From an optimization exercise on the open Yosys and OpenROAD flow, aimed at small area, a short achievable clock period and few clock cycles; shortcuts taken in it are not production practice. Function was not checked in any run shown here: the RTL went through the layout flow alone.

$ cat design/flow/run.sh
#!/bin/bash
# synth_recipe.tcl (not shown) runs the flow's synth.tcl, then flattens the netlist and writes it again
# the make line also repeats each setting of config.mk as NAME=value (left out here)
make -C /OpenROAD-flow-scripts/flow DESIGN_CONFIG=/design/flow/config.mk WORK_HOME=/design/flow/orfs CLKGATE_MAP_FILE= SYNTH_SCRIPT=/design/flow/synth_recipe.tcl finish
$ cat design/flow/config.mk
export PLATFORM = sky130hd
export DESIGN_NAME = geofence
export DESIGN_NICKNAME = geofence
export VERILOG_FILES = /design/flow/design.v
export SDC_FILE = /design/flow/constraint.sdc
export NUM_CORES = 4
export LEC_CHECK = 0
export CAP_MARGIN = 20
export CORE_MARGIN = 2
export CORE_UTILIZATION = 40
export SLEW_MARGIN = 20
$ cat design/flow/constraint.sdc
create_clock -name core_clock -period 8.0 [get_ports {clk}]
set_input_delay 1.6000 -clock core_clock [delete_from_list [all_inputs] [get_ports {clk}]]
set_output_delay 1.6000 -clock core_clock [all_outputs]
set_load 0.01 [all_outputs]
$ cat design/flow/design.v
module geofence ( clk,reset,X,Y,valid,is_inside);
input clk;
input reset;
input [9:0] X;
input [9:0] Y;
output valid;
output is_inside;
localparam FIRST = 3'd0, USCAN = 3'd1, WSCAN = 3'd2, MULW = 3'd3, DONE = 3'd4;
reg [2:0] cnt;           
reg [9:0] px, py;        
reg [25:0] q0, q1, q2, q3, q4, q5;
reg [15:0] m;            
reg [2:0] st;
reg pass;                
reg [2:0] pcnt;          
reg [2:0] wcnt;          
reg have_u, have_w, more;
reg [3:0] bcnt;          
reg signed [10:0] ux, uy, wx, wy;
reg signed [12:0] acc;
reg res;
wire load = (cnt != 3'd0) & (cnt != 3'd7);
wire signed [10:0] dx = {1'b0, X} - {1'b0, px};
wire signed [10:0] dy = {1'b0, Y} - {1'b0, py};
wire signed [12:0] ex = dx;
wire signed [12:0] ey = dy;
wire [8:0] b;
assign b[0] = dy > 11'sd0;                   
assign b[1] = 2 * ey >= ex;                  
assign b[2] = ey >= ex;                      
assign b[3] = ey >= 2 * ex;                  
assign b[4] = dx <= 11'sd0;                  
assign b[5] = ey + 2 * ex <= 13'sd0;         
assign b[6] = ey + ex <= 13'sd0;             
assign b[7] = 2 * ey + ex <= 13'sd0;         
assign b[8] = ~b[0];
wire [15:0] h;
genvar k;
generate
    for (k = 0; k < 8; k = k + 1) begin : g_sec
        assign h[k] = b[k] & ~b[k+1];
        assign h[k+8] = ~b[k] & b[k+1];
    end
endgenerate
wire [3:0] sec;
assign sec[0] = h[1] | h[3] | h[5] | h[7] | h[9] | h[11] | h[13] | h[15];
assign sec[1] = h[2] | h[3] | h[6] | h[7] | h[10] | h[11] | h[14] | h[15];
assign sec[2] = h[4] | h[5] | h[6] | h[7] | h[12] | h[13] | h[14] | h[15];
assign sec[3] = ~b[0];
wire [15:0] z = ~m;
wire [31:0] zz = {z, z};
wire [15:0] r7, r8;
generate
    for (k = 0; k < 16; k = k + 1) begin : g_run
        assign r7[k] = &zz[k+6:k];
        assign r8[k] = &zz[k+7:k];
    end
endgenerate
wire out = |r8;
wire amb = ~out & (|r7);
wire lo = |r7[7:0];
wire two = lo & (|r7[15:8]);
wire [15:0] rs = pass ? {r7[15:8], 8'd0} : (lo ? {8'd0, r7[7:0]} : r7);
wire [3:0] s;
assign s[0] = rs[1] | rs[3] | rs[5] | rs[7] | rs[9] | rs[11] | rs[13] | rs[15];
assign s[1] = rs[2] | rs[3] | rs[6] | rs[7] | rs[10] | rs[11] | rs[14] | rs[15];
assign s[2] = rs[4] | rs[5] | rs[6] | rs[7] | rs[12] | rs[13] | rs[14] | rs[15];
assign s[3] = |rs[15:8];
wire in_i = (q0[25:22] == s - 4'd1);
wire in_j = (q0[25:22] == s + 4'd7);
wire signed [10:0] qx = q0[21:11];
wire signed [10:0] qy = q0[10:0];
wire last = (bcnt == 4'd10);
wire mdone = (bcnt == 4'd11);
wire signed [12:0] ta = wy[0] ? ux : 13'sd0;
wire signed [12:0] tb = wx[0] ? uy : 13'sd0;
wire signed [12:0] sum = last ? (acc - ta + tb) : (acc + ta - tb);
wire nonneg = ~acc[12];
assign valid = (cnt == 3'd7) & (~amb | (st == DONE));
assign is_inside = (st == DONE) ? res : ~out;
always @(posedge clk or posedge reset) begin
    if (reset)
        cnt <= 3'd0;
    else if (cnt != 3'd7)
        cnt <= cnt + 3'd1;
    else if (~amb | (st == DONE))
        cnt <= 3'd0;
end
always @(posedge clk) begin
    if (cnt == 3'd0) begin
        px <= X;
        py <= Y;
    end
    q0 <= q1; q1 <= q2; q2 <= q3; q3 <= q4; q4 <= q5;
    q5 <= load ? {sec, dx, dy} : q0;
    if (cnt == 3'd1)
        m <= h;
    else if (load)
        m <= m | h;
end
task finish_run;
    input outside;
    begin
        if (outside & two & ~pass) begin
            pass <= 1'b1;
            st <= FIRST;
            pcnt <= 3'd0;
            have_u <= 1'b0;
            have_w <= 1'b0;
            more <= 1'b0;
            bcnt <= 4'd15;
        end else begin
            res <= ~outside;
            st <= DONE;
        end
    end
endtask
always @(posedge clk) begin
    if (cnt != 3'd7) begin
        st <= FIRST;
        pass <= 1'b0;
        pcnt <= 3'd0;
        have_u <= 1'b0;
        have_w <= 1'b0;
        more <= 1'b0;
        bcnt <= 4'd15;
    end else begin
        if (bcnt <= 4'd10) begin
            bcnt <= bcnt + 4'd1;
            acc <= last ? sum : (sum >>> 1);
            wx <= wx >>> 1;
            wy <= wy >>> 1;
        end
        case (st)
        FIRST: begin
            if (pcnt != 3'd6) begin
                pcnt <= pcnt + 3'd1;
                if (in_i) begin
                    if (~have_u) begin
                        ux <= qx;
                        uy <= qy;
                        have_u <= 1'b1;
                    end else
                        more <= 1'b1;
                end
                if (in_j) begin
                    if (~have_w) begin
                        wx <= qx;
                        wy <= qy;
                        have_w <= 1'b1;
                    end else
                        more <= 1'b1;
                end
            end
            if (have_u & have_w & (bcnt == 4'd15)) begin
                bcnt <= 4'd0;
                acc <= 13'sd0;
            end
            if ((pcnt == 3'd6) & mdone) begin
                if (nonneg)
                    finish_run(1'b0);
                else if (~more)
                    finish_run(1'b1);
                else begin
                    st <= USCAN;
                    pcnt <= 3'd0;
                end
            end
        end
        USCAN: begin
            if (pcnt == 3'd6)
                finish_run(1'b1);
            else begin
                pcnt <= pcnt + 3'd1;
                if (in_i) begin
                    ux <= qx;
                    uy <= qy;
                    wcnt <= 3'd0;
                    st <= WSCAN;
                end
            end
        end
        WSCAN: begin
            wcnt <= wcnt + 3'd1;
            if (in_j) begin
                wx <= qx;
                wy <= qy;
                acc <= 13'sd0;
                bcnt <= 4'd0;
                st <= MULW;
            end else if (wcnt == 3'd5)
                st <= USCAN;
        end
        MULW: begin
            if (mdone) begin
                if (nonneg)
                    finish_run(1'b0);
                else
                    st <= (wcnt == 3'd6) ? USCAN : WSCAN;
            end
        end
        default: ;
        endcase
    end
end
endmodule
==> results of run 1 <==
-- cell type report --
| type | count | area share |
|---|---|---|
| Timing Repair Buffer | 35 | 0.01983 |
| Multi-Input combinational cell | 965 | 0.4559 |
| Sequential cell | 270 | 0.3956 |
| Inverter | 146 | 0.03392 |
| Clock inverter | 11 | 0.005576 |
| Clock buffer | 41 | 0.05352 |
| Tap cell | 461 | 0.03570 |
-- synth_stat cells, drive strengths merged, types with 6 or more instances --
cell type and n:
or3 14, nor2b 16, nand4 8, a211o 6, fa 29, o211ai 7
o22ai 9, xor2 21, mux2i 6, clkbuf 28, nor3 28, nand3 22
o21ai 79, inv 146, a2111oi 14, nand2 134, mux2 42, and3 8
o21bai 11, a211oi 14, nor2 89, nand3b 8, nand2b 14, a31oi 14
xnor2 42, a21o 17, edfxtp 97, buf 16, or2 11, a22o 7
dfxtp 170, nor4 11, ha 120, a21oi 74, and2 9
-- through the flow --
step                      utilization
after detailed placement       0.4263
after global placement         0.4263
after global routing           0.4531
after floorplan                     -
after CTS                      0.4531
final                          0.4531
-- critical path, delay by kind of cell --
kind | cells | cell delay, ns
AOI/OAI and AO/OA | 6 | 1.84
adders and majority gates | 2 | 0.59
and+or+nand+nor | 3 | 1.04
xor gates and xnor gates | 2 | 0.56
buffers and inverters | 2 | 0.66
-- registers in the layout, summed over array words and instances, names as in the netlist, 4 cells and up --
signal	count
acc	13
bcnt	4
m	16
px	10
py	10
q0	26
q1	26
q2	26
q3	26
q4	26
q5	26
ux	11
uy	11
wx	11
wy	11
-- cell families after synthesis --
kind of cell               count (synthesis)
and+or+nand+nor                          389
AOI/OAI and AO/OA                        316
DFF                                      270
buffers and inverters                    190
adders and majority gates                149
xor gates and xnor gates                  63
muxes                                     48
-- per-layer routing --
| metal | routed length [µm] | up-vias |
|---|---|---|
| met4 | 633 | 0 |
| met1 | 14240 | 4797 |
| met3 | 789 | 42 |
| li1 | - | 5065 |
| met5 | 0 | - |
| met2 | 13980 | 128 |
-- worst min-delay path by stage --
stage / endpoint / slack (ns)
after floorplan: q0[0]$_DFF_P_ / 0.31
after global placement: q3[3]$_DFF_P_ / 0.31
after detailed placement: q0[11]$_DFF_P_ / 0.31
after CTS: q1[19]$_DFF_P_ / 0.31
after global routing: q1[19]$_DFF_P_ / 0.32
final: q1[19]$_DFF_P_ / 0.31
==> flow_summary_export.csv, run 1 <==
group,metric,value,unit
grt,grt_util_all_layers,0.1578,
yosys,synth_seq_cells,270,
min_path,min_delay_path_depth,0,
yosys,share_of_the_synthesized_netlist_area_taken_by_xor_and_xnor_gates,0.03803,
worst_setup_path,crit_chain,"clkdlybuf4s50_1 -> ha_1 -> nor2b_1 -> o2111ai_1 -> a41oi_1 -> or2_2 -> xnor2_1 -> inv_1 -> ha_1 -> or4_1 -> a31o_2 -> a21oi_1 -> xnor2_1 -> o31ai_1 -> o21ai_0",
layout,most_common_cell_after_layout_fill_and_taps_aside,"dfxtp_1",
yosys,synth_fa_ha_area_frac,0.1435,
drt,drtAntennaViolNets,0,
yosys,synth_cell_types,97,
yosys,yosys-mux-area-fraction,0.04225,
sta,post-route-period-util,0.7553,
grt,gr-max-usage-layer,"met2",
layout,fillCellCount,3363,
floorplan,start_util,0.4070,
worst_setup_path,cp_slowest_cell,"o31ai_1",
worst_setup_path,data_arrival_critical_path,6.29,ns
job,max_cap_viol_count,0,
clocking,library_cell_used_as_clock_root_buffer,"clkbuf_16",
sta,holdWs,0.3079,ns
sta,achievable-frequency,165.5,MHz
layout,area_delta_synth_final,11.34,%
yosys,largest_family_of_logic_cells_by_synthesized_area,"compound AO/OA/AOI/OAI gates",
worst_setup_path,end_kind,"flop",
placed_design,io_buffers,23,
yosys,synth.yosys.warnings,1,
grt,grt_use_met3,0.01631,
sta,totalNegativeSetupSlack,0,ns
min_path,min-delay-path-class,"reg -> reg",
layout,instances_no_fill,1929,
layout,layout-drive-gt1-share,0.09673,
placed_design,placed_cell_area,0.01520,mm²
clocking,clock_tree.buffer_depth,3,
sta,finalWorstSetupSlack,1.958,ns
worst_setup_path,cp.required,8.25,ns
run_status,run_status,"timing/DRC/antenna clean",
layout,n_antenna_cell,0,
clocking,cts_made_buffers,28,
drt,post-route-drc-count,0,
yosys,synthesis.instances,1425,
grt,met1_usage,0.2105,
clocking,post_cts_hold_buffer_count,0,
drt,dr.pass1.iters,5,
worst_setup_path,critical_path.max_stage_delay,0.77,ns
drt,wire_per_inst,15.37,µm
yosys,synth.net_count,1596,
drt,detail_route.iter0.violations,563,
clocking,cts-resized-gates,0,
grt,grt_pass1_vias,10090,
yosys,portion_of_synthesized_cell_area_occupied_by_the_leading_cell_type,0.2345,
sta,timing.final.max_slew_violations,0,
worst_setup_path,rrSetupSlack,3.08,ns
yosys,ys_async_sr_fraction,0.01111,
layout,design_area,0.01616,mm²
sta,hold_viol,0,
worst_setup_path,crit_start,"X[1]",
yosys,post_synth_main_area_contributors,"dfxtp_1 (23%), edfxtp_1 (20%), ha_1 (10%), fa_1 (4.0%), inv_1 (3.8%)",
worst_setup_path,critical_path.max_fanout,7,
worst_setup_path,cp-start-kind,"input port",
worst_setup_path,crit_path_end,"m[4]$_DFFE_PP_",
sta,period_minus_slack,6.042,ns
placed_design,dp_hpwl,21930,µm
worst_setup_path,rr_endpoint,"m[4]$_DFFE_PP_",
placed_design,post_place_cells,1877,
placed_design,detailedPlace.worstSlack,1.410,ns
floorplan,die_y,194.5,µm
floorplan,top_level_ports,24,
grt,gr-usage-met2,0.2701,
grt,pin_count_of_the_biggest_net_entering_global_routing,47,
layout,finish.net_count,1617,
clocking,post_cts_setup_inserts,0,
yosys,synthDominantAreaCellType,"dfxtp_1",
min_path,timing.hold.worst.start,"q2[19]$_DFF_P_",
yosys,combined_area_of_all_synthesized_cells,0.01451,mm²
floorplan,coreArea,0.03566,mm²
layout,multi_input_comb_area,0.007365,mm²
layout,area.sequential,0.006391,mm²
drt,route.detailed.vias_per_inst,5.201,
grt,grt_antenna_before_repair,0,
clocking,clkTransAtPathRegs,0.06,ns
clocking,clkSinkCount,270,
sta,transition_time_at_the_pin_with_the_least_slew_margin,0.8932,ns
clocking,cts-htree-levels,1,
sta,rsz0062_at_grt,"no",
yosys,post_synthesis_compound_gate_area_fraction,0.1495,
grt,grt_remaining_overflow,0,
worst_setup_path,worst_path_class_setup,"in -> reg",
grt,global_route_wire_length_before_repair,49970,µm
worst_setup_path,critical_path.reg2reg.startpoint,"px[1]$_DFFE_PN_",
placed_design,gp_routability_congestion,0.8494,
clocking,cts_tree,"built",
yosys,postSynthAreaPerCell,10.18,µm²
sta,finalSetupViolCount,0,
sta,max_clock_skew,0.02261,ns
floorplan,die-width,194.5,µm
clocking,worstSkewPairLatency,0.54,ns
sta,timing.max_slew.rel_slack,0.3994,
floorplan,die_area,0.03781,mm²
drt,wirelength_routed,29650,µm
yosys,post_synth_and_or_nand_nor_area_fraction,0.1327,
yosys,dominantRegCellSynth,"dfxtp_1",
yosys,ys_seq_area_frac,0.4405,
yosys,number_of_enable_type_register_cells_in_the_synthesized_netlist,97,
layout,mostFrequentLayoutCells,"dfxtp_1 (170), inv_1 (146), nand2_1 (134)",
floorplan,placement_rows,69,
drt,detailroute.via_count,10030,
worst_setup_path,worst_r2r_path_depth,15,
==> inputs of run 2 (changes only) <==
--- a/design/flow/config.mk
+++ b/design/flow/config.mk
@@ -6,6 +6,8 @@
 export NUM_CORES = 4
 export LEC_CHECK = 0
+export ABC_CLOCK_PERIOD_IN_PS = 3000
 export CAP_MARGIN = 20
 export CORE_MARGIN = 2
 export CORE_UTILIZATION = 40
+export SETUP_SLACK_MARGIN = 2.5
 export SLEW_MARGIN = 20
==> run 2 against run 1 <==
Setup slack better by 0.66 ns. Via count increased by 1.2%. Clock-buffer cell count fell by 1. Wire length is 1.9% higher. Final cell count rose by 1.2%. Highest routed layer unchanged.
==> flow_summary_export.csv, run 2 <==
group,metric,value,unit
yosys,synthDominantAreaCellType,"dfxtp_1",
clocking,clock_tree.buffer_depth,3,
sta,achievable-frequency,185.9,MHz
layout,multi_input_comb_area,0.007949,mm²
clocking,cts_made_buffers,27,
sta,rsz0062_at_grt,"yes",
yosys,synth_cell_types,97,
drt,wire_per_inst,15.47,µm
floorplan,coreArea,0.03566,mm²
floorplan,die_y,194.5,µm
yosys,synth.net_count,1596,
sta,period_minus_slack,5.380,ns
grt,pin_count_of_the_biggest_net_entering_global_routing,48,
layout,layout-drive-gt1-share,0.1609,
floorplan,placement_rows,69,
worst_setup_path,critical_path.max_fanout,4,
drt,post-route-drc-count,0,
floorplan,top_level_ports,24,
layout,most_common_cell_after_layout_fill_and_taps_aside,"dfxtp_1",
clocking,cts_tree,"built",
sta,timing.final.max_slew_violations,0,
clocking,clkTransAtPathRegs,0.06,ns
grt,grt_util_all_layers,0.1562,
drt,drtAntennaViolNets,0,
yosys,dominantRegCellSynth,"dfxtp_1",
sta,post-route-period-util,0.6724,
layout,area.sequential,0.006391,mm²
clocking,clkSinkCount,270,
worst_setup_path,cp.required,8.42,ns
floorplan,die-width,194.5,µm
layout,area_delta_synth_final,16.23,%
yosys,postSynthAreaPerCell,10.18,µm²
yosys,combined_area_of_all_synthesized_cells,0.01451,mm²
placed_design,io_buffers,23,
placed_design,dp_hpwl,21900,µm
worst_setup_path,worst_r2r_path_depth,18,
yosys,ys_async_sr_fraction,0.01111,
min_path,worst_hold_path.endpoint,"q1[19]$_DFF_P_",
floorplan,start_util,0.4070,
yosys,portion_of_synthesized_cell_area_occupied_by_the_leading_cell_type,0.2345,
layout,fillCellCount,3246,
sta,totalNegativeSetupSlack,0,ns
yosys,ys_seq_area_frac,0.4405,
grt,grt_pass1_vias,9981,
drt,wirelength_routed,30220,µm
floorplan,die_area,0.03781,mm²
worst_setup_path,data_arrival_critical_path,5.80,ns
worst_setup_path,worst_path_class_setup,"in -> reg",
drt,dr.pass1.iters,5,
placed_design,gp_routability_congestion,0.8773,
drt,detailroute.via_count,10150,
worst_setup_path,rrSetupSlack,3.73,ns
layout,n_antenna_cell,0,
worst_setup_path,critical_path.reg2reg.startpoint,"py[0]$_DFFE_PN_",
clocking,library_cell_used_as_clock_root_buffer,"clkbuf_16",
clocking,cts-htree-levels,1,
layout,design_area,0.01686,mm²
yosys,post_synth_main_area_contributors,"dfxtp_1 (23%), edfxtp_1 (20%), ha_1 (10%), fa_1 (4.0%), inv_1 (3.8%)",
drt,detail_route.iter0.violations,667,
min_path,timing.hold.worst.start,"q2[19]$_DFF_P_",
yosys,synth.yosys.warnings,1,
yosys,number_of_enable_type_register_cells_in_the_synthesized_netlist,97,
sta,max_clock_skew,0.01244,ns
worst_setup_path,crit_start,"Y[2]",
yosys,synth_top_cells_by_count,"dfxtp_1 (170), inv_1 (146), nand2_1 (134)",
yosys,synth.most_common_cell,"dfxtp_1",
grt,grt_antenna_before_repair,0,
layout,mostFrequentLayoutCells,"dfxtp_1 (170), inv_1 (141), nand2_1 (134)",
sta,timing.max_slew.rel_slack,0.3268,
worst_setup_path,cp-start-kind,"input port",
worst_setup_path,end_kind,"flop",
min_path,min_delay_path_depth,0,
clocking,worstSkewPairLatency,0.54,ns
layout,finish.net_count,1643,
sta,finalSetupViolCount,0,
job,max_cap_viol_count,0,
run_status,run_status,"timing/DRC/antenna clean",
grt,global_route_wire_length_before_repair,49240,µm
sta,transition_time_at_the_pin_with_the_least_slew_margin,1.006,ns
grt,grt_remaining_overflow,0,
drt,route.detailed.vias_per_inst,5.199,
yosys,synthesis.instances,1425,
sta,hold_viol,0,
placed_design,placed_cell_area,0.01519,mm²
yosys,synth_seq_cells,270,
worst_setup_path,rr_endpoint,"q5[24]$_DFF_P_",
min_path,min-delay-path-class,"reg -> reg",
## run 2: changes by cell type in the layout (fill, tap and decap cells not counted), moves of 5 or more
cell     previous run  this run
ha_2                1         6
inv_1             146       141
ha_4                0        11
a21oi_1            71        62
ha_1              119       103
a21oi_2             2         9
o21ai_0            75        70
buf_4              12        38
## run 2: critical path, stage by stage
cell and delay (ns):
clkdlybuf4s50_1 0.43, ha_1 0.36, nor2b_2 0.17, o31a_1 0.31, o311ai_4 0.33, a21boi_4 0.28, buf_4 0.16, buf_4 0.12
ha_1 0.30, o21ai_1 0.20, a211oi_1 0.14, a2111oi_2 0.45, or2_2 0.21, a21oi_2 0.09, nand3b_1 0.22, o41ai_1 0.33
o21ai_1 0.10
## run 2: cells by family (layout without fill, tap and decap cells)
| kind of cell | count (synthesis) | after routing | synth area share |
|---|---|---|---|
| and+or+nand+nor | 389 | 389 | 0.1327 |
| buffers and inverters | 190 | 257 | 0.05355 |
| AOI/OAI and AO/OA | 316 | 316 | 0.1495 |
| adders and majority gates | 149 | 149 | 0.1435 |
| muxes | 48 | 48 | 0.04225 |
| xor gates and xnor gates | 63 | 63 | 0.03803 |
| DFF | 270 | 270 | 0.4405 |
## run 2: worst max-delay path by stage
stage,end,slack (ns),depth (start not counted)
floorplan,q5[24]$_DFF_P_,2.52,16
global placement,q5[22]$_DFF_P_,1.43,20
detailed placement,q5[22]$_DFF_P_,1.24,17
CTS,q5[22]$_DFF_P_,2.44,17
global route,q5[22]$_DFF_P_,2.41,18
finish,q5[24]$_DFF_P_,2.62,17
## run 2: layout make-up
cell class | instances | area share
clock buffers | 40 | 0.04726
clock inverters | 9 | 0.004155
inverters | 146 | 0.03272
multi-input cells | 965 | 0.4713
flip-flops and latches | 270 | 0.3790
well taps | 461 | 0.03420
repair buffers | 62 | 0.03138
## run 2: per-stage QoR
step                instances  worst slack (ns)  hold slack (ns)  utilization
floorplan                1425             2.525           0.3096            -
global placement         1874             1.426           0.3095       0.4260
detailed placement       1874             1.239           0.3121       0.4260
CTS                      1932             2.439           0.3218       0.4579
global route             1953             2.411           0.3244       0.4730
finish                   1953             2.620           0.3177       0.4730
## run 2: timing repair
action	in CTS	in global routing
pin swaps	8	32
gates resized for setup	38	75
hold buffers	0	0
buffers inserted	9	21
endpoints found under the setup margin	15	12
## run 2: layer usage
metal,share of wire,track usage,wire [µm],vias up
met3,0.031,0.01683,932,47
met2,0.47,0.2678,14340,178
met1,0.47,0.2059,14230,4818
li1,-,-,-,5110
met4,0.024,0.05214,713,0
met5,0,0,0,-
==> inputs of run 3 (changes only) <==
--- a/design/flow/config.mk
+++ b/design/flow/config.mk
@@ -10,4 +10,4 @@
 export CORE_MARGIN = 2
 export CORE_UTILIZATION = 40
-export SETUP_SLACK_MARGIN = 2.5
+export SETUP_SLACK_MARGIN = 3.5
 export SLEW_MARGIN = 20
==> run 3 against run 2 <==
Sequential share of layout area shrank 3.0 points. Clock-buffer cell count shrank 7. Final cell count grew 3.6%. Critical endpoint is now q5[22]$_DFF_P_. Global-route usage grew 1.2 points. Still clean on timing, DRC and antenna. Worst hold slack gained 0.00059 ns. Setup slack gained 0.48 ns.
==> flow_summary_export.csv, run 3 <==
group,metric,value,unit
clocking,clkSinkCount,270,
sta,period_minus_slack,4.901,ns
min_path,worst_hold_path.endpoint,"q4[18]$_DFF_P_",
yosys,ys_seq_area_frac,0.4405,
clocking,cts-htree-levels,1,
drt,wirelength_routed,32520,µm
clocking,worstSkewPairLatency,0.54,ns
yosys,synth.net_count,1596,
worst_setup_path,rrSetupSlack,3.84,ns
min_path,timing.hold.worst.start,"q5[18]$_DFF_P_",
yosys,synth_top_cells_by_count,"dfxtp_1 (170), inv_1 (146), nand2_1 (134)",
layout,post_route_core_utilization,0.5142,
worst_setup_path,data_arrival_critical_path,5.28,ns
layout,finish.net_count,1712,
sta,post-route-period-util,0.6126,
yosys,synth_cell_types,97,
yosys,number_of_enable_type_register_cells_in_the_synthesized_netlist,97,
worst_setup_path,worst_r2r_path_depth,16,
worst_setup_path,worst_path_class_setup,"in -> reg",
drt,drtAntennaViolNets,0,
floorplan,die_y,194.5,µm
clocking,cts_tree,"built",
run_status,run_status,"timing/DRC/antenna clean",
sta,timing.final.max_slew_violations,0,
min_path,min-delay-path-class,"reg -> reg",
yosys,post_synth_main_area_contributors,"dfxtp_1 (23%), edfxtp_1 (20%), ha_1 (10%), fa_1 (4.0%), inv_1 (3.8%)",
drt,post-route-drc-count,0,
grt,grt_remaining_overflow,0,
worst_setup_path,cp-start-kind,"input port",
grt,global_route_wire_length_before_repair,53200,µm
job,max_cap_viol_count,0,
placed_design,io_buffers,23,
clocking,library_cell_used_as_clock_root_buffer,"clkbuf_16",
worst_setup_path,critical_path.max_fanout,7,
layout,mostFrequentLayoutCells,"dfxtp_1 (169), inv_1 (130), nand2_1 (130)",
clocking,cts_made_buffers,27,
layout,area_delta_synth_final,26.36,%
yosys,dominantRegCellSynth,"dfxtp_1",
sta,totalNegativeSetupSlack,0,ns
floorplan,start_util,0.4070,
layout,n_antenna_cell,0,
drt,route.detailed.vias_per_inst,5.237,
sta,rsz0062_at_grt,"yes",
drt,dr.pass1.iters,5,
grt,pin_count_of_the_biggest_net_entering_global_routing,48,
yosys,portion_of_synthesized_cell_area_occupied_by_the_leading_cell_type,0.2345,
sta,achievable-frequency,204.0,MHz
placed_design,dp_hpwl,22310,µm
sta,hold_viol,0,
floorplan,coreArea,0.03566,mm²
floorplan,die_area,0.03781,mm²
worst_setup_path,cp.required,8.38,ns
placed_design,gp_routability_congestion,0.9136,
sta,transition_time_at_the_pin_with_the_least_slew_margin,1.036,ns
yosys,synthDominantAreaCellType,"dfxtp_1",
yosys,synthesis.instances,1425,
grt,grt_util_all_layers,0.1686,
grt,grt_pass1_vias,10760,
worst_setup_path,rr_endpoint,"q5[22]$_DFF_P_",
min_path,min_delay_path_depth,0,
floorplan,die-width,194.5,µm
clocking,clock_tree.buffer_depth,3,
sta,holdWs,0.3183,ns
drt,detail_route.iter0.violations,614,
placed_design,detailedPlace.worstSlack,1.681,ns
drt,wire_per_inst,16.07,µm
yosys,synth.most_common_cell,"dfxtp_1",
yosys,ys_async_sr_fraction,0.01111,
yosys,synth_seq_cells,270,
floorplan,placement_rows,69,
drt,detailroute.via_count,10600,
worst_setup_path,critical_path.reg2reg.startpoint,"px[0]$_DFFE_PN_",
clocking,clkTransAtPathRegs,0.07,ns
layout,most_common_cell_after_layout_fill_and_taps_aside,"dfxtp_1",
floorplan,top_level_ports,24,
sta,finalWorstSetupSlack,3.099,ns
sta,max_clock_skew,0.01716,ns
yosys,synth.yosys.warnings,1,
layout,layout-drive-gt1-share,0.2593,
worst_setup_path,end_kind,"flop",
sta,finalSetupViolCount,0,
sta,timing.max_slew.rel_slack,0.3081,
clocking,post_cts_hold_buffer_count,0,
worst_setup_path,crit_start,"Y[0]",
grt,grt_antenna_before_repair,0,
yosys,postSynthAreaPerCell,10.18,µm²
yosys,combined_area_of_all_synthesized_cells,0.01451,mm²
run 3: cell count changes in the layout (fill, tap and decap cells not counted), sizes merged:
cell | previous run | this run
buf | 39 | 113
clkbuf | 40 | 33
bufinv | 0 | 1
clkinvlp | 2 | 1
clkdlybuf4s50 | 22 | 7
inv | 150 | 154
dlygate4sd2 | 0 | 8
clkdlybuf4s15 | 0 | 2
clkinv | 3 | 7
run 3: logic make-up (layout without fill, tap and decap cells):
logic type / Yosys count / in the layout / synth area share
buffers and inverters: 190 / 327 / 0.05355
AOI/OAI and AO/OA: 316 / 316 / 0.1495
DFF: 270 / 270 / 0.4405
and+or+nand+nor: 389 / 389 / 0.1327
xor gates and xnor gates: 63 / 63 / 0.03803
adders and majority gates: 149 / 149 / 0.1435
muxes: 48 / 48 / 0.04225
run 3: stage by stage:
stage	std cells	area (µm²)
6_report	2023	18340
5_1_grt	2023	18340
4_1_cts	1999	17900
3_5_place_dp	1870	15600
3_3_place_gp	1870	15600
2_1_floorplan	1425	14990
run 3: cell type report:
type	count	area, µm²
clock buffer	33	793.3
clock inverter	17	145.1
fill	3097	17320
inverter	146	571.8
multi-input combinational	965	8716
sequential	270	6392
tap	461	576.8
timing repair buffer	131	1140
run 3: what timing repair did:
| item | in CTS | in global routing |
|---|---|---|
| setup buffers | 79 | 24 |
| pin swaps | 80 | 34 |
| endpoints found under the hold margin | 0 | 0 |
| setup endpoints to repair | 21 | 22 |
| gates resized for setup | 169 | 53 |
run 3: worst max path at each step:
stage | endpoint | slack [ns]
global route | q5[22]$_DFF_P_ | 2.95
detailed placement | q5[22]$_DFF_P_ | 1.68
CTS | m[5]$_DFFE_PP_ | 3.12
floorplan | q5[24]$_DFF_P_ | 2.79
global placement | q5[22]$_DFF_P_ | 1.79
finish | q5[22]$_DFF_P_ | 3.10
run 3: critical path, cell delays in order:
cell and delay [ns]:
buf_12 0.11, inv_12 0.04, ha_4 0.12, fa_2 0.21, nor2b_2 0.05, o31a_1 0.33, buf_4 0.16, a21oi_4 0.26
buf_12 0.15, ha_4 0.21, buf_4 0.15, nor4_2 0.36, a2111oi_4 0.08, xnor2_1 0.15, nand3_1 0.15, a2111oi_4 0.48
o21ai_2 0.13, a2111oi_2 0.38, a31oi_1 0.13
run 3: layer usage:
metal / wire, µm / part of all wire / global-route usage
met1: 14590 / 0.45 / 0.2167
met2: 15790 / 0.49 / 0.2962
met3: 1108 / 0.034 / 0.01631
met4: 1034 / 0.032 / 0.05869
met5: 0 / 0 / 0
==> inputs of run 4 (changes only) <==
--- a/design/flow/config.mk
+++ b/design/flow/config.mk
@@ -6,8 +6,8 @@
 export NUM_CORES = 4
 export LEC_CHECK = 0
-export ABC_CLOCK_PERIOD_IN_PS = 3000
+export ABC_CLOCK_PERIOD_IN_PS = 2000
 export CAP_MARGIN = 20
 export CORE_MARGIN = 2
 export CORE_UTILIZATION = 40
-export SETUP_SLACK_MARGIN = 3.5
+export SETUP_SLACK_MARGIN = 3.0
 export SLEW_MARGIN = 20
==> run 4 against run 3 <==
Sequential cell count is the same. Register-to-register slack lost 0.20 ns. Highest routed layer unchanged. Synthesized area is the same. Clock skew shrank 0.0019 ns. First-iteration DRC count shrank 4.2%. Sequential share of layout area grew 1.5 points. Worst hold slack lost 0.0022 ns.
==> flow_summary_export.csv, run 4 <==
group,metric,value,unit
layout,area_delta_synth_final,21.08,%
yosys,synth_cell_types,97,
drt,detail_route.iter0.violations,588,
sta,finalSetupViolCount,0,
yosys,synth_seq_cells,270,
placed_design,post_place_cells,1872,
layout,design_area,0.01757,mm²
sta,hold_viol,0,
yosys,ys_seq_area_frac,0.4405,
yosys,combined_area_of_all_synthesized_cells,0.01451,mm²
sta,transition_time_at_the_pin_with_the_least_slew_margin,0.9253,ns
grt,global_route_wire_length_before_repair,51360,µm
worst_setup_path,cp.required,8.38,ns
worst_setup_path,critical_path.max_fanout,8,
floorplan,top_level_ports,24,
clocking,library_cell_used_as_clock_root_buffer,"clkbuf_16",
worst_setup_path,crit_top_cell,"buf_4",
sta,period_minus_slack,5.031,ns
sta,post-route-period-util,0.6289,
yosys,dominantRegCellSynth,"dfxtp_1",
yosys,ys_async_sr_fraction,0.01111,
sta,max_clock_skew,0.01522,ns
clocking,clock_tree.buffer_depth,3,
drt,wire_per_inst,15.72,µm
job,max_cap_viol_count,0,
worst_setup_path,critical_path.max_stage_delay,0.40,ns
worst_setup_path,cp-start-kind,"input port",
floorplan,placement_rows,69,
placed_design,gp_routability_congestion,0.8449,
yosys,synth.net_count,1596,
yosys,synthesis.instances,1425,
grt,grt_antenna_before_repair,0,
clocking,worstSkewPairLatency,0.54,ns
grt,grt_pass1_vias,10290,
yosys,number_of_enable_type_register_cells_in_the_synthesized_netlist,97,
placed_design,io_buffers,23,
yosys,postSynthAreaPerCell,10.18,µm²
drt,post-route-drc-count,0,
clocking,cts_tree,"built",
grt,pin_count_of_the_biggest_net_entering_global_routing,48,
placed_design,placed_cell_area,0.01544,mm²
sta,totalNegativeSetupSlack,0,ns
layout,mostFrequentLayoutCells,"dfxtp_1 (170), inv_1 (135), nand2_1 (131)",
sta,finalWorstSetupSlack,2.969,ns
placed_design,detailedPlace.worstSlack,1.673,ns
worst_setup_path,cp_slowest_cell,"fa_2",
yosys,portion_of_synthesized_cell_area_occupied_by_the_leading_cell_type,0.2345,
yosys,synth.most_common_cell,"dfxtp_1",
floorplan,die_area,0.03781,mm²
sta,achievable-frequency,198.8,MHz
min_path,min-delay-path-class,"reg -> reg",
grt,grt_remaining_overflow,0,
layout,n_antenna_cell,0,
drt,detailroute.via_count,10250,
drt,dr.pass1.iters,5,
layout,layout-drive-gt1-share,0.2048,
sta,rsz0062_at_grt,"yes",
yosys,synth_top_cells_by_count,"dfxtp_1 (170), inv_1 (146), nand2_1 (134)",
yosys,synth.yosys.warnings,1,
sta,timing.max_slew.rel_slack,0.3808,
worst_setup_path,end_kind,"flop",
yosys,post_synth_main_area_contributors,"dfxtp_1 (23%), edfxtp_1 (20%), ha_1 (10%), fa_1 (4.0%), inv_1 (3.8%)",
clocking,cts-htree-levels,1,
sta,timing.final.max_slew_violations,0,
worst_setup_path,worst_path_class_setup,"in -> reg",
floorplan,die-width,194.5,µm
worst_setup_path,crit_chain,"buf_8 -> inv_12 -> ha_4 -> fa_2 -> nor2b_2 -> o31a_1 -> buf_4 -> buf_4 -> a21oi_4 -> buf_6 -> ha_4 -> nand3b_1 -> o2111ai_2 -> a211oi_2 -> o31ai_4 -> xnor2_2 -> a2111oi_4 -> buf_4 -> or3_4 -> a2111oi_4 -> a31oi_1",
clocking,clkSinkCount,270,
layout,instances_no_fill,1975,
grt,grt_util_all_layers,0.1629,
layout,finish.net_count,1666,
drt,drtAntennaViolNets,0,
placed_design,dp_hpwl,22000,µm
clocking,clkTransAtPathRegs,0.06,ns
floorplan,coreArea,0.03566,mm²
yosys,synthDominantAreaCellType,"dfxtp_1",
drt,wirelength_routed,31050,µm
floorplan,die_y,194.5,µm
floorplan,start_util,0.4070,
run_status,run_status,"timing/DRC/antenna clean",
worst_setup_path,data_arrival_critical_path,5.41,ns
layout,most_common_cell_after_layout_fill_and_taps_aside,"dfxtp_1",
drt,route.detailed.vias_per_inst,5.188,
clocking,cts_made_buffers,28,
run 4: area by class of cell:
class	count	area, µm²
multi-input cells	965	8397
flip-flops and latches	270	6391
clock buffers	36	782.0
clock inverters	13	122.6
fillers	3197	18090
inverters	146	566.8
repair buffers	84	733.2
well taps	461	576.8
run 4: per-layer routing:
metal  GRT usage  wire (µm)
met1      0.2130      14430
met2      0.2886      14870
met3     0.01718       1082
met4     0.03960        667
met5           0          0
run 4: worst max-delay path: cells and delay by family:
family          cells  cell delay, ns
compound gates      8            1.50
fa+ha+maj           3            0.87
buf+inv             6            0.67
simple gates        3            0.60
xor+xnor            1            0.17
run 4: kinds of logic after synthesis:
| family | count (synthesis) | share of synthesized area |
|---|---|---|
| buf+inv | 190 | 0.05355 |
| xor+xnor | 63 | 0.03803 |
| mux | 48 | 0.04225 |
| fa+ha+maj | 149 | 0.1435 |
| simple gates | 389 | 0.1327 |
| compound gates | 316 | 0.1495 |
| flops | 270 | 0.4405 |
run 4: metrics by stage:
stage,hold WS (ns),utilization
2_1_floorplan,0.3096,-
3_3_place_gp,0.3096,0.4332
3_5_place_dp,0.3121,0.4332
4_1_cts,0.3225,0.4801
5_1_grt,0.3280,0.4928
6_report,0.3161,0.4928
run 4: final timing paths:
check	from	end	slack [ns]	cells past startpoint
min in group asynchronous	reset	cnt[2]$_DFFE_PP0P_	1.24	2
max in group asynchronous	reset	cnt[1]$_DFFE_PP0P_	6.63	2
max reg2reg	wy[0]$_DFFE_PP_	acc[12]$_DFFE_PP_	3.64	13
min	q2[10]$_DFF_P_	q1[10]$_DFF_P_	0.32	0
max	Y[0]	q5[22]$_DFF_P_	2.97	21
min reg2reg	q2[10]$_DFF_P_	q1[10]$_DFF_P_	0.32	0
run 4: timing repair:
| item | in CTS | in global routing |
|---|---|---|
| resized for setup | 101 | 66 |
| buffers inserted | 40 | 14 |
| hold buffers | 0 | 0 |
| endpoints found under the setup margin | 19 | 12 |
| pin swaps | 43 | 34 |
| hold endpoints to repair | 0 | 0 |
==> inputs of run 5 (changes only) <==
--- a/design/flow/design.v
+++ b/design/flow/design.v
@@ -9,6 +9,8 @@
 reg [2:0] cnt;           
 reg [9:0] px, py;        
-reg [25:0] q0, q1, q2, q3, q4, q5;
+reg [25:0] q0, q1, q2, q3, q4;
+reg [29:0] q5;
 reg [15:0] m;            
+reg first7;              
 reg [2:0] st;
 reg pass;                
@@ -35,18 +37,37 @@
 assign b[7] = 2 * ey + ex <= 13'sd0;         
 assign b[8] = ~b[0];
-wire [15:0] h;
+function [15:0] onehot;
+    input [7:0] c;
+    integer n;
+    begin
+        for (n = 0; n < 7; n = n + 1) begin
+            onehot[n] = c[n] & ~c[n+1];
+            onehot[n+8] = ~c[n] & c[n+1];
+        end
+        onehot[7] = c[7] & c[0];
+        onehot[15] = ~c[7] & ~c[0];
+    end
+endfunction
+function [3:0] encode;
+    input [15:0] h;
+    begin
+        encode[0] = h[1] | h[3] | h[5] | h[7] | h[9] | h[11] | h[13] | h[15];
+        encode[1] = h[2] | h[3] | h[6] | h[7] | h[10] | h[11] | h[14] | h[15];
+        encode[2] = h[4] | h[5] | h[6] | h[7] | h[12] | h[13] | h[14] | h[15];
+        encode[3] = |h[15:8];
+    end
+endfunction
+function [7:0] johnson;
+    input [3:0] n;
+    integer t;
+    begin
+        for (t = 0; t < 8; t = t + 1)
+            johnson[t] = n[3] ? (t > n[2:0]) : (t <= n[2:0]);
+    end
+endfunction
+wire [15:0] h5 = onehot(q5[29:22]);
+wire [15:0] me = first7 ? (m | h5) : m;
 genvar k;
-generate
-    for (k = 0; k < 8; k = k + 1) begin : g_sec
-        assign h[k] = b[k] & ~b[k+1];
-        assign h[k+8] = ~b[k] & b[k+1];
-    end
-endgenerate
-wire [3:0] sec;
-assign sec[0] = h[1] | h[3] | h[5] | h[7] | h[9] | h[11] | h[13] | h[15];
-assign sec[1] = h[2] | h[3] | h[6] | h[7] | h[10] | h[11] | h[14] | h[15];
-assign sec[2] = h[4] | h[5] | h[6] | h[7] | h[12] | h[13] | h[14] | h[15];
-assign sec[3] = ~b[0];
-wire [15:0] z = ~m;
+wire [15:0] z = ~me;
 wire [31:0] zz = {z, z};
 wire [15:0] r7, r8;
@@ -92,10 +113,12 @@
         py <= Y;
     end
-    q0 <= q1; q1 <= q2; q2 <= q3; q3 <= q4; q4 <= q5;
-    q5 <= load ? {sec, dx, dy} : q0;
-    if (cnt == 3'd1)
-        m <= h;
-    else if (load)
-        m <= m | h;
+    q0 <= q1; q1 <= q2; q2 <= q3; q3 <= q4;
+    q4 <= {encode(h5), q5[21:0]};
+    q5 <= load ? {b[7:0], dx, dy} : {johnson(q0[25:22]), q0[21:0]};
+    first7 <= (cnt == 3'd6);
+    if (cnt == 3'd2)
+        m <= h5;
+    else if ((cnt != 3'd0) & (cnt != 3'd1) & ((cnt != 3'd7) | first7))
+        m <= m | h5;
 end
 task finish_run;
==> run 5 against run 4 <==
Final cell count down 0.76%. Core utilization fell by 2.4 points. Synthesized area fell by 0.90%. Clock skew decreased by 0.0019 ns. Sequential cell count is 5 higher. Synthesized cell count up 0.21%. Register-to-register slack better by 0.05 ns. Via count decreased by 4.0%. First-iteration DRC count fell by 20%. Die area shrank 0.88%.
==> flow_summary_export.csv, run 5 <==
group,metric,value,unit
run_status,run_status,"timing/DRC/antenna clean",
layout,layout-drive-gt1-share,0.1187,
clocking,clkSinkCount,275,
sta,post-route-period-util,0.6017,
yosys,synthDominantAreaCellType,"dfxtp_1",
placed_design,io_buffers,23,
layout,finish.net_count,1651,
grt,global_route_wire_length_before_repair,48360,µm
sta,hold_viol,0,
sta,timing.max_slew.rel_slack,0.3536,
sta,finalWorstSetupSlack,3.187,ns
worst_setup_path,end_kind,"flop",
worst_setup_path,cp-start-kind,"input port",
clocking,clock_tree.buffer_depth,3,
layout,mostFrequentLayoutCells,"dfxtp_1 (168), inv_1 (144), nand2_1 (136)",
yosys,synth_cell_types,84,
floorplan,die_y,193.6,µm
sta,finalSetupViolCount,0,
worst_setup_path,crit_top_cell,"a21o_1",
grt,grt_remaining_overflow,0,
yosys,combined_area_of_all_synthesized_cells,0.01438,mm²
drt,post-route-drc-count,0,
clocking,worstSkewPairLatency,0.54,ns
clocking,post_cts_hold_buffer_count,0,
grt,gr-usage-met2,0.2631,
clocking,cts_made_buffers,28,
min_path,min_delay_path_depth,0,
worst_setup_path,data_arrival_critical_path,5.27,ns
min_path,min-delay-path-class,"reg -> reg",
worst_setup_path,crit_chain,"dlygate4sd2_1 -> ha_4 -> o21ai_1 -> nand2b_1 -> a21o_1 -> a21o_1 -> a21o_1 -> a21o_1 -> nand2_1 -> nand2_1 -> a21o_1 -> xor2_4 -> ha_4 -> nor2b_1 -> nor3_1 -> o21ai_1 -> or4_1 -> a211o_1 -> nor4_4 -> a21oi_1 -> o2bb2ai_1",
grt,grt_antenna_before_repair,0,
drt,dr.pass1.iters,6,
drt,detailroute.via_count,9836,
sta,achievable-frequency,207.8,MHz
placed_design,detailedPlace.worstSlack,1.943,ns
yosys,ys_async_sr_fraction,0.01091,
floorplan,die-width,193.6,µm
layout,max_reg_flops,30,
floorplan,start_util,0.4053,
placed_design,gp_routability_congestion,0.8484,
yosys,synthesis.instances,1428,
sta,totalNegativeSetupSlack,0,ns
grt,grt_pass1_vias,9949,
yosys,postSynthAreaPerCell,10.07,µm²
yosys,ys_seq_area_frac,0.4514,
drt,wirelength_routed,29280,µm
yosys,synth_seq_cells,275,
sta,transition_time_at_the_pin_with_the_least_slew_margin,0.9696,ns
job,max_cap_viol_count,0,
drt,drtAntennaViolNets,0,
drt,route.detailed.vias_per_inst,5.018,
placed_design,dp_hpwl,21040,µm
drt,wire_per_inst,14.94,µm
layout,most_common_cell_after_layout_fill_and_taps_aside,"dfxtp_1",
clocking,library_cell_used_as_clock_root_buffer,"clkbuf_16",
layout,registers.top_by_ff_count,"q5",
yosys,synth.most_common_cell,"dfxtp_1",
floorplan,placement_rows,69,
clocking,cts_tree,"built",
yosys,synth.yosys.warnings,1,
grt,grt_util_all_layers,0.1543,
grt,pin_count_of_the_biggest_net_entering_global_routing,50,
yosys,synth_top_cells_by_count,"dfxtp_1 (175), inv_1 (149), nand2_1 (137)",
clocking,clkTransAtPathRegs,0.06,ns
yosys,number_of_enable_type_register_cells_in_the_synthesized_netlist,97,
grt,grt_use_met3,0.01726,
worst_setup_path,cp_slowest_cell,"or4_1",
worst_setup_path,worst_path_class_setup,"in -> reg",
floorplan,top_level_ports,24,
worst_setup_path,cp.required,8.46,ns
sta,max_clock_skew,0.01328,ns
grt,gr-max-usage-layer,"met2",
grt,met1_usage,0.2068,
worst_setup_path,critical_path.max_stage_delay,0.41,ns
yosys,post_synth_main_area_contributors,"dfxtp_1 (24%), edfxtp_1 (20%), ha_1 (11%), fa_1 (4.0%), inv_1 (3.9%)",
yosys,dominantRegCellSynth,"dfxtp_1",
layout,area_delta_synth_final,15.71,%
layout,n_antenna_cell,0,
sta,timing.final.max_slew_violations,0,
yosys,synth.net_count,1602,
worst_setup_path,worst_r2r_path_depth,16,
drt,detail_route.iter0.violations,473,
sta,period_minus_slack,4.813,ns
yosys,portion_of_synthesized_cell_area_occupied_by_the_leading_cell_type,0.2436,
clocking,cts-htree-levels,1,
sta,rsz0062_at_grt,"yes",
worst_setup_path,critical_path.max_fanout,4,
floorplan,coreArea,0.03548,mm²
floorplan,die_area,0.03748,mm²
[run 5: changes by cell type in the layout (fill, tap and decap cells not counted), sizes merged, moves of 11 or more]
| cell | before | now |
|---|---|---|
| buf | 62 | 41 |
| mux2i | 6 | 21 |
| a21oi | 74 | 96 |
| a2111oi | 14 | 2 |
| nor3 | 28 | 17 |
| o21bai | 11 | 33 |
| mux2 | 42 | 4 |
| a21o | 17 | 45 |
[run 5: cells by family after synthesis]
| family | Yosys count | share of synthesized area |
|---|---|---|
| muxes | 25 | 0.01827 |
| xor gates and xnor gates | 72 | 0.04385 |
| adders and majority gates | 152 | 0.1474 |
| AOI/OAI and AO/OA | 360 | 0.1664 |
| DFF | 275 | 0.4514 |
| buffers and inverters | 193 | 0.05516 |
| and+or+nand+nor | 351 | 0.1175 |
[run 5: repair_timing]
action                                  4_1_cts  5_1_grt
buffers inserted                             20       11
gates cloned                                  0        0
pin swaps                                    38       23
endpoints found under the setup margin        6        5
gates resized for setup                      59       29
[run 5: metrics by stage]
| step | cells | utilization | hold WS (ns) | area [µm²] |
|---|---|---|---|---|
| 5_1_grt | 1960 | 0.4689 | 0.3133 | 16640 |
| 2_1_floorplan | 1428 | - | 0.3096 | 14440 |
| 4_1_cts | 1949 | 0.4634 | 0.3218 | 16440 |
| 3_5_place_dp | 1877 | 0.4251 | 0.3121 | 15080 |
| 3_3_place_gp | 1877 | 0.4251 | 0.3096 | 15080 |
| 6_report | 1960 | 0.4689 | 0.3177 | 16640 |
[run 5: per-layer routing]
| layer | share of wire | routed length (µm) |
|---|---|---|
| met1 | 0.48 | 14000 |
| met2 | 0.48 | 13910 |
| met3 | 0.026 | 765 |
| met4 | 0.021 | 605 |
| met5 | 0 | 0 |
[run 5: final timing paths]
check                                      to             from  slack [ns]
setup reg to reg            acc[12]$_DFFE_PP_  wx[0]$_DFFE_PP_        3.69
setup / recovery               q5[28]$_DFF_P_             X[2]        3.19
hold reg to reg                 q0[6]$_DFF_P_    q1[6]$_DFF_P_        0.32
max in group asynchronous  cnt[0]$_DFFE_PP0P_            reset        6.58
min in group asynchronous  cnt[1]$_DFFE_PP0P_            reset        1.26
hold / removal                  q0[6]$_DFF_P_    q1[6]$_DFF_P_        0.32
[run 5: cell type report]
class                   instances  area [µm²]
well taps                     461       576.8
clock inverters                12       120.1
multi-input cells             960        7518
fillers                      3285       18840
flip-flops and latches        275        6505
clock buffers                  40       838.3
inverters                     149       559.3
repair buffers                 63       520.5
[run 5: critical path: cells and delay by family]
kind	cells	cell delay, ns
AND/OR/NAND/NOR	7	1.00
AO/OA/AOI/OAI	10	1.64
buffers and inverters	1	0.28
XOR/XNOR	1	0.18
adder cells (fa/ha/maj)	2	0.58
==> inputs of run 6 (changes only) <==
--- a/design/flow/config.mk
+++ b/design/flow/config.mk
@@ -10,4 +10,4 @@
 export CORE_MARGIN = 2
 export CORE_UTILIZATION = 40
-export SETUP_SLACK_MARGIN = 3.0
+export SETUP_SLACK_MARGIN = 3.8
 export SLEW_MARGIN = 20
==> run 6 against run 5 <==
Setup slack improved by 0.19 ns. Global-route usage grew 0.11 points. Synthesized area is the same. Clock-buffer cell count decreased by 3. Register-to-register slack better by 0.28 ns. Non-clock buffer count up 43. Die area unchanged. Maximum frequency increased by 4.0%. Critical path type unchanged. Critical endpoint unchanged.
==> flow_summary_export.csv, run 6 <==
group,metric,value,unit
run_status,run_status,"timing/DRC/antenna clean",
floorplan,top_level_ports,24,
min_path,min-delay-path-class,"reg -> reg",
clocking,cts-htree-levels,1,
yosys,synth_top_cells_by_count,"dfxtp_1 (175), inv_1 (149), nand2_1 (137)",
job,max_cap_viol_count,0,
placed_design,dp_hpwl,20900,µm
yosys,ys_async_sr_fraction,0.01091,
yosys,postSynthAreaPerCell,10.07,µm²
worst_setup_path,rrSetupSlack,3.97,ns
drt,dr.pass1.iters,5,
sta,hold_viol,0,
drt,drtAntennaViolNets,0,
drt,detailroute.via_count,10120,
yosys,synth.net_count,1602,
clocking,post_cts_hold_buffer_count,0,
yosys,synthesis.instances,1428,
layout,finish.net_count,1693,
layout,mostFrequentLayoutCells,"dfxtp_1 (166), inv_1 (137), nand2_1 (133)",
grt,grt_remaining_overflow,0,
worst_setup_path,critical_path.max_fanout,3,
floorplan,coreArea,0.03548,mm²
yosys,post_synth_main_area_contributors,"dfxtp_1 (24%), edfxtp_1 (20%), ha_1 (11%), fa_1 (4.0%), inv_1 (3.9%)",
layout,instances_no_fill,2001,
grt,pin_count_of_the_biggest_net_entering_global_routing,50,
worst_setup_path,crit_top_cell,"a21o_1",
sta,transition_time_at_the_pin_with_the_least_slew_margin,0.7407,ns
yosys,dominantRegCellSynth,"dfxtp_1",
floorplan,die_y,193.6,µm
placed_design,gp_routability_congestion,0.8734,
sta,holdWs,0.3212,ns
sta,timing.final.max_slew_violations,0,
sta,finalWorstSetupSlack,3.372,ns
grt,grt_pass1_vias,10010,
grt,gr-usage-met2,0.2667,
drt,post-route-drc-count,0,
worst_setup_path,critical_path.max_stage_delay,0.39,ns
placed_design,post_place_cells,1877,
drt,detail_route.iter0.violations,571,
drt,route.detailed.vias_per_inst,5.059,
sta,finalSetupViolCount,0,
grt,grt_util_all_layers,0.1554,
worst_setup_path,data_arrival_critical_path,5.08,ns
yosys,portion_of_synthesized_cell_area_occupied_by_the_leading_cell_type,0.2436,
drt,wire_per_inst,15.02,µm
layout,layout-drive-gt1-share,0.1883,
worst_setup_path,worst_path_class_setup,"in -> reg",
layout,registers.top_by_ff_count,"q5",
worst_setup_path,cp-start-kind,"input port",
sta,post-route-period-util,0.5785,
clocking,clock_tree.buffer_depth,3,
grt,met1_usage,0.2066,
sta,period_minus_slack,4.628,ns
yosys,synth_cell_types,84,
clocking,library_cell_used_as_clock_root_buffer,"clkbuf_16",
clocking,cts_made_buffers,27,
sta,rsz0062_at_grt,"yes",
floorplan,placement_rows,69,
floorplan,die-width,193.6,µm
clocking,clkSinkCount,275,
grt,grt_use_met3,0.01953,
yosys,synth_seq_cells,275,
floorplan,die_area,0.03748,mm²
sta,max_clock_skew,0.01470,ns
grt,grt_antenna_before_repair,0,
layout,most_common_cell_after_layout_fill_and_taps_aside,"dfxtp_1",
worst_setup_path,cp_slowest_cell,"or4_1",
sta,totalNegativeSetupSlack,0,ns
layout,fillCellCount,3151,
grt,gr-max-usage-layer,"met2",
sta,achievable-frequency,216.1,MHz
sta,timing.max_slew.rel_slack,0.5047,
clocking,clkTransAtPathRegs,0.06,ns
layout,area_delta_synth_final,21.04,%
layout,max_reg_flops,30,
clocking,worstSkewPairLatency,0.54,ns
grt,global_route_wire_length_before_repair,48800,µm
floorplan,start_util,0.4053,
worst_setup_path,end_kind,"flop",
clocking,cts_tree,"built",
yosys,synth.most_common_cell,"dfxtp_1",
yosys,combined_area_of_all_synthesized_cells,0.01438,mm²
layout,n_antenna_cell,0,
placed_design,detailedPlace.worstSlack,2.236,ns
yosys,synthDominantAreaCellType,"dfxtp_1",
worst_setup_path,crit_chain,"clkdlybuf4s15_2 -> ha_4 -> o21ai_2 -> a21oi_2 -> o21ai_1 -> nand2b_1 -> a21o_1 -> a21o_1 -> a21o_1 -> a21oi_4 -> xnor2_4 -> ha_4 -> nor2b_1 -> nor3_1 -> o21ai_1 -> or4_1 -> a211o_1 -> nor4_4 -> a21oi_1 -> o2bb2ai_1",
yosys,number_of_enable_type_register_cells_in_the_synthesized_netlist,97,
drt,wirelength_routed,30050,µm
yosys,ys_seq_area_frac,0.4514,
placed_design,io_buffers,23,
worst_setup_path,cp.required,8.46,ns
yosys,synth.yosys.warnings,1,
run 6: layout make-up:
class / instances / area, µm² / share of cell area
multi-input combinational: 960 / 7913 / 0.4546
sequential: 275 / 6518 / 0.3745
timing repair buffer: 106 / 918.4 / 0.05276
clock buffer: 37 / 795.8 / 0.04572
tap: 461 / 576.8 / 0.03314
inverter: 149 / 573.1 / 0.03292
clock inverter: 13 / 111.4 / 0.006398
run 6: timing repair:
action,in CTS,in global routing
pin swaps,56,67
setup buffers,41,33
endpoints found under the setup margin,72,52
resized for setup,105,93
run 6: kinds of logic after synthesis:
group                      after synthesis  share of synthesized area
AOI/OAI and AO/OA                      360                     0.1664
xor gates and xnor gates                72                    0.04385
adders and majority gates              152                     0.1474
buffers and inverters                  193                    0.05516
DFF                                    275                     0.4514
muxes                                   25                    0.01827
and+or+nand+nor                        351                     0.1175
run 6: worst paths after layout:
check,start,cells after the start,endpoint
max,Y[2],20,q5[28]$_DFF_P_
min,q4[15]$_DFF_P_,0,q3[15]$_DFF_P_
max reg2reg,py[1]$_DFFE_PN_,21,q5[28]$_DFF_P_
min reg2reg,q4[15]$_DFF_P_,0,q3[15]$_DFF_P_
max in group asynchronous,reset,2,cnt[2]$_DFFE_PP0P_
min in group asynchronous,reset,2,cnt[0]$_DFFE_PP0P_
run 6: metrics by stage:
| stage | area, µm² | utilization |
|---|---|---|
| 2_1_floorplan | 14560 | - |
| 4_1_cts | 16740 | 0.4718 |
| 5_1_grt | 17410 | 0.4905 |
| 3_5_place_dp | 15200 | 0.4283 |
| 3_3_place_gp | 15200 | 0.4283 |
| 6_report | 17410 | 0.4905 |
run 6: per-layer routing:
metal,vias up,routed length [µm]
met5,-,0
met4,0,492
met3,45,1072
met2,187,14410
met1,4749,14070
li1,5143,-
run 6: worst max-delay path: cells and delay by family:
family                   cells  cell delay [ns]
AO/OA/AOI/OAI               11             1.68
XOR/XNOR                     1             0.12
adder cells (fa/ha/maj)      2             0.58
buffers and inverters        1             0.21
AND/OR/NAND/NOR              5             0.88

[re-timing with driven ports]
The flow's constraints put no driver on any port. The routed layouts listed below were extracted and timed again, unchanged, in two steps.
Step 1 assumes that a clkbuf_16 drives the clock port and a buf_2 every other input.
Step 2 also shifts input and output timing later by t, the mid clock arrival at the registers, as if the neighbouring blocks saw the same clock.
Three values: no drivers, after step 1, after step 2; two values: the first two.
run | t (ns) | setup slack, ns | slew at the worst register clock pin (ns) | worst slew at a driven data input, ns | pins driven straight from the clock port
run 1 | 0.582 | 1.958 / 1.988 / 1.406 | 0.07 / 0.07 | 0.03 | 1
run 2 | 0.581 | 2.620 / 2.645 / 2.064 | 0.07 / 0.07 | 0.04 | 1
run 3 | 0.583 | 3.099 / 3.103 / 2.520 | 0.07 / 0.07 | 0.06 | 1
run 4 | 0.583 | 2.969 / 2.968 / 2.385 | 0.06 / 0.06 | 0.05 | 1
run 5 | 0.583 | 3.187 / 3.221 / 2.637 | 0.07 / 0.07 | 0.03 | 1
run 6 | 0.587 | 3.372 / 3.388 / 2.802 | 0.07 / 0.07 | 0.05 | 1
After both steps every run listed still meets setup and hold. For run 4, which loses most, drivers alone change the setup slack by -0.001 ns; drivers and shift together by -0.584 ns.
